This design comes from an exercise in tuning for small area, a short achievable clock period and few clock cycles per item on the open sky130 flow, not from production work.
In this exercise RTL edits were held to simulation tests only and were not proved equivalent to the original.

==> inputs of build 70 <==
Design RSA, start of the top module:
module RSA #(
    parameter WIDTH = 16
)(
    input clk,
    input reset,
    input [WIDTH-1:0] Data,
    input [5:0] Key,
    input [WIDTH-1:0] N,
    output [WIDTH-1:0] Result,
    output Done
);
clock: 145.0 ns
lec_check: 0
abc_area: 1
cap_margin: 20
core_margin: 2
core_utilization: 40
place_density: 0.6
slew_margin: 20
synth_hierarchical: 1
standard.sh (not shown) runs the stock make flow with config.mk's settings and CLKGATE_MAP_FILE= SYNTH_SCRIPT=/design/flow/synth_recipe.tcl, a recipe that flattens the netlist after the stock synthesis.
==> flow/flow/run.sh <==
#!/bin/bash
# The standard layout with two changes; registers and constraints unchanged.
#  - Synthesis (hierarchical, as config.mk sets) extracts full/half adder cells
#    only in the top module RSA.  The small SRT-step and fix-up modules
#    (HSTEP, FIXUP in BRam.v) are left to ABC, which maps their short loop
#    much faster than a chain of adder cells.
#  - ORFS's repair_timing steps aim for a setup slack of 115 ns instead of 0,
#    so that sizing and buffering also work on the paths inside the design.
# ORFS's scripts are copied here so that only that one synthesis line differs.
set -euo pipefail
rm -rf scripts_sel
cp -r "$FLOW_HOME/scripts" scripts_sel
sed -i 's/^  extract_fa {\*}\[dont_use_extract_fa_args\]$/  extract_fa {*}[dont_use_extract_fa_args] RSA/' scripts_sel/synth.tcl
grep -q '^  extract_fa {\*}\[dont_use_extract_fa_args\] RSA$' scripts_sel/synth.tcl
bash standard.sh SCRIPTS_DIR="$PWD/scripts_sel" SETUP_SLACK_MARGIN=115 finish > flow_make.log 2>&1
==> build 67 (differences from build 70) <==
==> flow/flow/run.sh (replaced) <==
#!/bin/bash
# The standard layout (standard synthesis, hierarchical as config.mk sets, same
# constraints), with one change: ORFS's repair_timing steps aim for a setup
# slack of 115 ns instead of 0, so that gate sizing and buffering also shorten
# the paths inside the design, which the 145 ns clock alone never asks for.
set -euo pipefail
bash standard.sh SETUP_SLACK_MARGIN=115 finish > flow_make.log 2>&1
==> qor summary <==
                                                      build 70          build 67
Number of signal-net buffers in the layout                 126               259
Fin crit period                                       30.02 ns          36.15 ns
#MultiIn Comb                                             3044              2573
Global placement routability congestion                 0.9600            0.8984
Area taken by flip-flops and latches              0.001369 mm2      0.001409 mm2
Mean instance size in the synthesized netlist        6.833 um2         7.306 um2
# rows                                                      94                91
Simple-gate share of the synthesized area               0.3814            0.2636
Height of the die                                     261.4 um          253.1 um
Final period utilization                                0.2071            0.2493
Min-Delay Startpoint                           done$_SDFF_PP0_  mul$_SDFFE_PP1N_
Data buffer area share                                 0.03547           0.07638
Final instance count without filler cells                 4770              4364
Run status                            timing/DRC/antenna clean  timing/DRC/antenna clean
Number of global-route vias before repair                23400             23120
Fillers                                                   6947              5995
Maximum fanout count along the critical path                 3                 7
Met1 WL                                               34.56 mm          31.88 mm
Testbench counts of build 70, summed over its fixed seeds: cycles 9,070, ops 1,200.
Testbench counts of build 67, summed over its fixed seeds: cycles 9,070, ops 1,200.

* * *

==> inputs of run X <==
Another version of the RTL of RSA (not shown whole).
==> flow/design.v (excerpt) <==
module RSA #(
    parameter WIDTH = 16
)(
    input clk,
    input reset,
    input [WIDTH-1:0] Data,
    input [5:0] Key,
    input [WIDTH-1:0] N,
    output [WIDTH-1:0] Result,
    output Done
);
    reg [15:0] Dr, Nr;
    reg [5:0]  Kr;
    always @(posedge clk) begin
        Dr <= Data;
        Nr <= N;
        Kr <= Key;
    end
    reg [15:0] R;           
    reg [2:0] j;            
    reg mul;                
    reg first;              
    reg done;
    wire [3:0] s = Nr[15] ? 4'd0 : Nr[14] ? 4'd1 : Nr[13] ? 4'd2 : Nr[12] ? 4'd3 :
                   Nr[11] ? 4'd4 : Nr[10] ? 4'd5 : Nr[9]  ? 4'd6 : Nr[8]  ? 4'd7 :
                   Nr[7]  ? 4'd8 : Nr[6]  ? 4'd9 : Nr[5]  ? 4'd10 : Nr[4] ? 4'd11 :
                   Nr[3]  ? 4'd12 : Nr[2] ? 4'd13 : Nr[1]  ? 4'd14 : 4'd15;
    wire [15:0] Nn = Nr << s;       
    wire [2:0] msb = Kr[5] ? 3'd5 : Kr[4] ? 3'd4 : Kr[3] ? 3'd3 :
                     Kr[2] ? 3'd2 : Kr[1] ? 3'd1 : 3'd0;
    wire skip = first & (Dr < Nr) & (Kr[5:1] != 5'd0);
    wire me = first ? ~skip : mul;
    wire [2:0] je = first ? (skip ? msb - 3'd1 : msb) : j;
    wire [15:0] A = (me | first) ? ((Kr == 6'd0) ? 16'd1 : Dr) : R;
    wire [15:0] Bsrc = first ? (skip ? Dr : 16'd1) : R;
    wire [15:0] Bn = Bsrc << s;     
    wire [33:0] pp0 = {34{A[0]}} & ({18'd0, Bn} << 0);
    wire [33:0] pp1 = {34{A[1]}} & ({18'd0, Bn} << 1);
    wire [33:0] pp2 = {34{A[2]}} & ({18'd0, Bn} << 2);
    wire [33:0] pp3 = {34{A[3]}} & ({18'd0, Bn} << 3);
    wire [33:0] pp4 = {34{A[4]}} & ({18'd0, Bn} << 4);
    wire [33:0] pp5 = {34{A[5]}} & ({18'd0, Bn} << 5);
    wire [33:0] pp6 = {34{A[6]}} & ({18'd0, Bn} << 6);
    wire [33:0] pp7 = {34{A[7]}} & ({18'd0, Bn} << 7);
    wire [33:0] pp8 = {34{A[8]}} & ({18'd0, Bn} << 8);
    wire [33:0] pp9 = {34{A[9]}} & ({18'd0, Bn} << 9);
    wire [33:0] pp10 = {34{A[10]}} & ({18'd0, Bn} << 10);
    wire [33:0] pp11 = {34{A[11]}} & ({18'd0, Bn} << 11);
    wire [33:0] pp12 = {34{A[12]}} & ({18'd0, Bn} << 12);
  ...
==> module FIXUP, before the edit <==
module FIXUP (
    input [4:0] H,
    input [12:0] S,
    input [13:0] C,
    input [15:0] Nn,
    output [15:0] rc
);
    wire [14:0] t = {2'd0, S} + {1'd0, C};
    wire [18:0] r1 = {H[4], H, 13'd0} + {4'd0, t};
    wire [18:0] r2 = r1 + {3'b000, Nn};
    assign rc = r1[18] ? r2[15:0] : r1[15:0];
endmodule
export LEC_CHECK = 0
export ABC_AREA = 1
export CAP_MARGIN = 20
export CORE_MARGIN = 2
export CORE_UTILIZATION = 40
export PLACE_DENSITY = 0.6
export SLEW_MARGIN = 20
export SYNTH_HIERARCHICAL = 1
create_clock -name core_clock -period 145.0 [get_ports {clk}]
==> flow/flow/run.sh <==
#!/bin/bash
# The standard layout with two changes; registers and constraints unchanged.
#  - Synthesis (hierarchical, as config.mk sets) extracts full/half adder cells
#    only in the top module RSA.  The small SRT-step and fix-up modules
#    (HSTEP, FIXUP in BRam.v) are left to ABC, which maps their short loop
#    much faster than a chain of adder cells.
#  - ORFS's repair_timing steps aim for a setup slack of 115.4 ns instead of 0,
#    so that sizing and buffering also work on the paths inside the design.
# ORFS's scripts are copied here so that only that one synthesis line differs.
set -euo pipefail
rm -rf scripts_sel
cp -r "$FLOW_HOME/scripts" scripts_sel
sed -i 's/^  extract_fa {\*}\[dont_use_extract_fa_args\]$/  extract_fa {*}[dont_use_extract_fa_args] RSA/' scripts_sel/synth.tcl
grep -q '^  extract_fa {\*}\[dont_use_extract_fa_args\] RSA$' scripts_sel/synth.tcl
bash standard.sh SCRIPTS_DIR="$PWD/scripts_sel" SETUP_SLACK_MARGIN=115.4 finish > flow_make.log 2>&1
==> run E (differences from run X) <==
--- a/flow/design.v
+++ b/flow/design.v
@@ -16,17 +16,16 @@
 module FIXUP (
     input [4:0] H,
     input [12:0] S,
     input [13:0] C,
     input [15:0] Nn,
     output [15:0] rc
 );
-    wire [14:0] t = {2'd0, S} + {1'd0, C};
-    wire [18:0] r1 = {H[4], H, 13'd0} + {4'd0, t};
-    wire [18:0] r2 = r1 + {3'b000, Nn};
+    wire [18:0] r1 = {H[4], H, 13'd0} + {6'd0, S} + {5'd0, C};
+    wire [18:0] r2 = {H[4], H, 13'd0} + {6'd0, S} + {5'd0, C} + {3'b000, Nn};
     assign rc = r1[18] ? r2[15:0] : r1[15:0];
 endmodule
 module RSA #(
     parameter WIDTH = 16
 )(
     input clk,
     input reset,
==> flow/flow/run.sh (replaced) <==
#!/bin/bash
# The standard layout with two changes; registers and constraints unchanged.
#  - Synthesis (hierarchical, as config.mk sets) extracts full/half adder cells
#    only in the top module RSA.  The small SRT-step and fix-up modules
#    (HSTEP, FIXUP in BRam.v) are left to ABC, which maps their short loop
#    much faster than a chain of adder cells.
#  - ORFS's repair_timing steps aim for a setup slack of 115 ns instead of 0,
#    so that sizing and buffering also work on the paths inside the design.
# ORFS's scripts are copied here so that only that one synthesis line differs.
set -euo pipefail
rm -rf scripts_sel
cp -r "$FLOW_HOME/scripts" scripts_sel
sed -i 's/^  extract_fa {\*}\[dont_use_extract_fa_args\]$/  extract_fa {*}[dont_use_extract_fa_args] RSA/' scripts_sel/synth.tcl
grep -q '^  extract_fa {\*}\[dont_use_extract_fa_args\] RSA$' scripts_sel/synth.tcl
bash standard.sh SCRIPTS_DIR="$PWD/scripts_sel" SETUP_SLACK_MARGIN=115 finish > flow_make.log 2>&1
==> flow/config.mk (replaced) <==
export PLATFORM = sky130hd
export DESIGN_NAME = RSA
export DESIGN_NICKNAME = RSA
export VERILOG_FILES = /design/flow/design.v
export SDC_FILE = /design/flow/constraint.sdc
export NUM_CORES = 4
export LEC_CHECK = 0
export ABC_AREA = 1
export CAP_MARGIN = 20
export CORE_MARGIN = 2
export CORE_UTILIZATION = 60
export PLACE_DENSITY = 0.75
export SLEW_MARGIN = 20
export SYNTH_HIERARCHICAL = 1
==> run H (differences from run X) <==
--- a/flow/design.v
+++ b/flow/design.v
@@ -16,17 +16,16 @@
 module FIXUP (
     input [4:0] H,
     input [12:0] S,
     input [13:0] C,
     input [15:0] Nn,
     output [15:0] rc
 );
-    wire [14:0] t = {2'd0, S} + {1'd0, C};
-    wire [18:0] r1 = {H[4], H, 13'd0} + {4'd0, t};
-    wire [18:0] r2 = r1 + {3'b000, Nn};
+    wire [18:0] r1 = {H[4], H, 13'd0} + {6'd0, S} + {5'd0, C};
+    wire [18:0] r2 = {H[4], H, 13'd0} + {6'd0, S} + {5'd0, C} + {3'b000, Nn};
     assign rc = r1[18] ? r2[15:0] : r1[15:0];
 endmodule
 module RSA #(
     parameter WIDTH = 16
 )(
     input clk,
     input reset,
==> flow/flow/run.sh (replaced) <==
#!/bin/bash
# The standard layout (standard synthesis, hierarchical as config.mk sets, same
# constraints), with one change: ORFS's repair_timing steps aim for a setup
# slack of 115 ns instead of 0, so that gate sizing and buffering also shorten
# the paths inside the design, which the 145 ns clock alone never asks for.
set -euo pipefail
bash standard.sh SETUP_SLACK_MARGIN=115 finish > flow_make.log 2>&1
==> run P (differences from run X) <==
--- a/flow/design.v
+++ b/flow/design.v
@@ -54,16 +54,16 @@
                    Nr[3]  ? 4'd12 : Nr[2] ? 4'd13 : Nr[1]  ? 4'd14 : 4'd15;
     wire [15:0] Nn = Nr << s;       
     wire [2:0] msb = Kr[5] ? 3'd5 : Kr[4] ? 3'd4 : Kr[3] ? 3'd3 :
                      Kr[2] ? 3'd2 : Kr[1] ? 3'd1 : 3'd0;
     wire skip = first & (Dr < Nr) & (Kr[5:1] != 5'd0);
     wire me = first ? ~skip : mul;
     wire [2:0] je = first ? (skip ? msb - 3'd1 : msb) : j;
-    wire [15:0] A = (me | first) ? ((Kr == 6'd0) ? 16'd1 : Dr) : R;
-    wire [15:0] Bsrc = first ? (skip ? Dr : 16'd1) : R;
+    wire [15:0] A = (~done & (me | first)) ? ((Kr == 6'd0) ? 16'd1 : Dr) : R;
+    wire [15:0] Bsrc = first ? (skip ? Dr : 16'd1) : (done ? 16'd1 : R);
     wire [15:0] Bn = Bsrc << s;     
     wire [33:0] pp0 = {34{A[0]}} & ({18'd0, Bn} << 0);
     wire [33:0] pp1 = {34{A[1]}} & ({18'd0, Bn} << 1);
     wire [33:0] pp2 = {34{A[2]}} & ({18'd0, Bn} << 2);
     wire [33:0] pp3 = {34{A[3]}} & ({18'd0, Bn} << 3);
     wire [33:0] pp4 = {34{A[4]}} & ({18'd0, Bn} << 4);
     wire [33:0] pp5 = {34{A[5]}} & ({18'd0, Bn} << 5);
@@ -327,12 +327,12 @@
                     j <= je - 3'd1;
                     mul <= 1'b0;
                 end
             end
         end
     end
     always @(posedge clk) begin
-        if (!done) R <= Rn;
+        R <= Rn;
     end
     assign Result = R;
     assign Done = done;
 endmodule
==> flow/flow/run.sh (replaced) <==
#!/bin/bash
# The standard layout with two changes; registers and constraints unchanged.
#  - Synthesis (hierarchical, as config.mk sets) extracts full/half adder cells
#    only in the top module RSA.  The small SRT-step and fix-up modules
#    (HSTEP, FIXUP in BRam.v) are left to ABC, which maps their short loop
#    much faster than a chain of adder cells.
#  - ORFS's repair_timing steps aim for a setup slack of 115 ns instead of 0,
#    so that sizing and buffering also work on the paths inside the design.
# ORFS's scripts are copied here so that only that one synthesis line differs.
set -euo pipefail
rm -rf scripts_sel
cp -r "$FLOW_HOME/scripts" scripts_sel
sed -i 's/^  extract_fa {\*}\[dont_use_extract_fa_args\]$/  extract_fa {*}[dont_use_extract_fa_args] RSA/' scripts_sel/synth.tcl
grep -q '^  extract_fa {\*}\[dont_use_extract_fa_args\] RSA$' scripts_sel/synth.tcl
bash standard.sh SCRIPTS_DIR="$PWD/scripts_sel" SETUP_SLACK_MARGIN=115 finish > flow_make.log 2>&1
==> run notes <==
quantity	run X	run E	run P	run H
# Taps	855	592	855	846
Layout cell share with drive strength beyond 1	0.143	0.139	0.126	0.224
Die boundary height	260 microns	215 microns	258 microns	255 microns
Share of final layout cell area taken by non-clock buffers	0.0454	0.0326	0.0356	0.0768
Largest net degree at the start of global routing	72	70	58	57
Cell Area, Synth	26100 sq um	26700 sq um	25800 sq um	25300 sq um
WL met2	35100 microns	32300 microns	33000 microns	36000 microns
Status	complete, no violations	complete, no violations	complete, no violations	complete, no violations
Top-area cell type share of the netlist area	0.308	0.302	0.311	0.358
Average via count per standard cell	5.12	5.52	5.07	5.12
Mean instance size in the synthesized netlist	6.90 sq um	6.91 sq um	6.88 sq um	7.19 sq um
Clock distribution area overhead in the final layout	0.00992	0.0107	0.0101	0.0107
Inverter count	625	661	650	687
Final-layout fill cell count	6785	4152	6697	6237
Cells resized by post-CTS repair	93	34	29	293
Classification of the worst setup path	flip-flop to output pin	flip-flop to output pin	flip-flop to output pin	flip-flop to flip-flop
R2R Path End	R[3]$_DFFE_PN_	R[8]$_SDFFCE_PP0N_	R[0]$_DFF_P_	R[2]$_DFFE_PN_
First-pass GRT wire length	125000 microns	119000 microns	120000 microns	125000 microns
Met2 global-route usage	0.379	0.507	0.360	0.399
Chip width	260 microns	215 microns	258 microns	255 microns
Testbench counts of run X, summed over its fixed seeds: cycles 9,070, ops 1,200.
Testbench counts of run E, summed over its fixed seeds: cycles 9,070, ops 1,200.
Testbench counts of run H, summed over its fixed seeds: cycles 9,070, ops 1,200.
Testbench counts of run P, summed over its fixed seeds: cycles 9,070, ops 1,200.

==> port drivers added, routing unchanged <==
In the flow no input, the clock included, has a driving cell. The finished layouts below were timed again as built, in two steps.
Step 1, drivers: a clkbuf_16 drives clk and a buf_2 each remaining input, both assumed.
Step 2, shift: input delay + t, output delay - t, t = (earliest + latest rising clock arrival at the registers) / 2. This alone moves slack from input paths to output paths.
Slacks: ideal ports / drivers / drivers and shift; pairs: ideal ports / drivers.
run | t (ns) | setup slack, ns | hold WS [ns] | worst data-port slew with drivers (ns)
build 70 | 0.364 | 114.976 / 114.944 / 114.942 | 0.548 / 0.548 / 0.548 | 0.07
build 67 | 0.368 | 108.854 / 108.854 / 108.854 | 0.551 / 0.551 / 0.551 | 0.05
run X | 0.362 | 115.097 / 115.058 / 115.130 | 0.509 / 0.509 / 0.509 | 0.09
run E | 0.380 | 115.003 / 114.968 / 115.073 | 0.517 / 0.517 / 0.517 | 0.07
run H | 0.362 | 112.152 / 112.152 / 112.152 | 0.514 / 0.514 / 0.514 | 0.05
run P | 0.367 | 114.999 / 114.964 / 115.085 | 0.564 / 0.564 / 0.564 | 0.06
After both steps setup and hold are still met in every run listed. For build 70, which loses most, drivers alone change the setup slack by -0.032 ns; drivers and shift together by -0.034 ns.
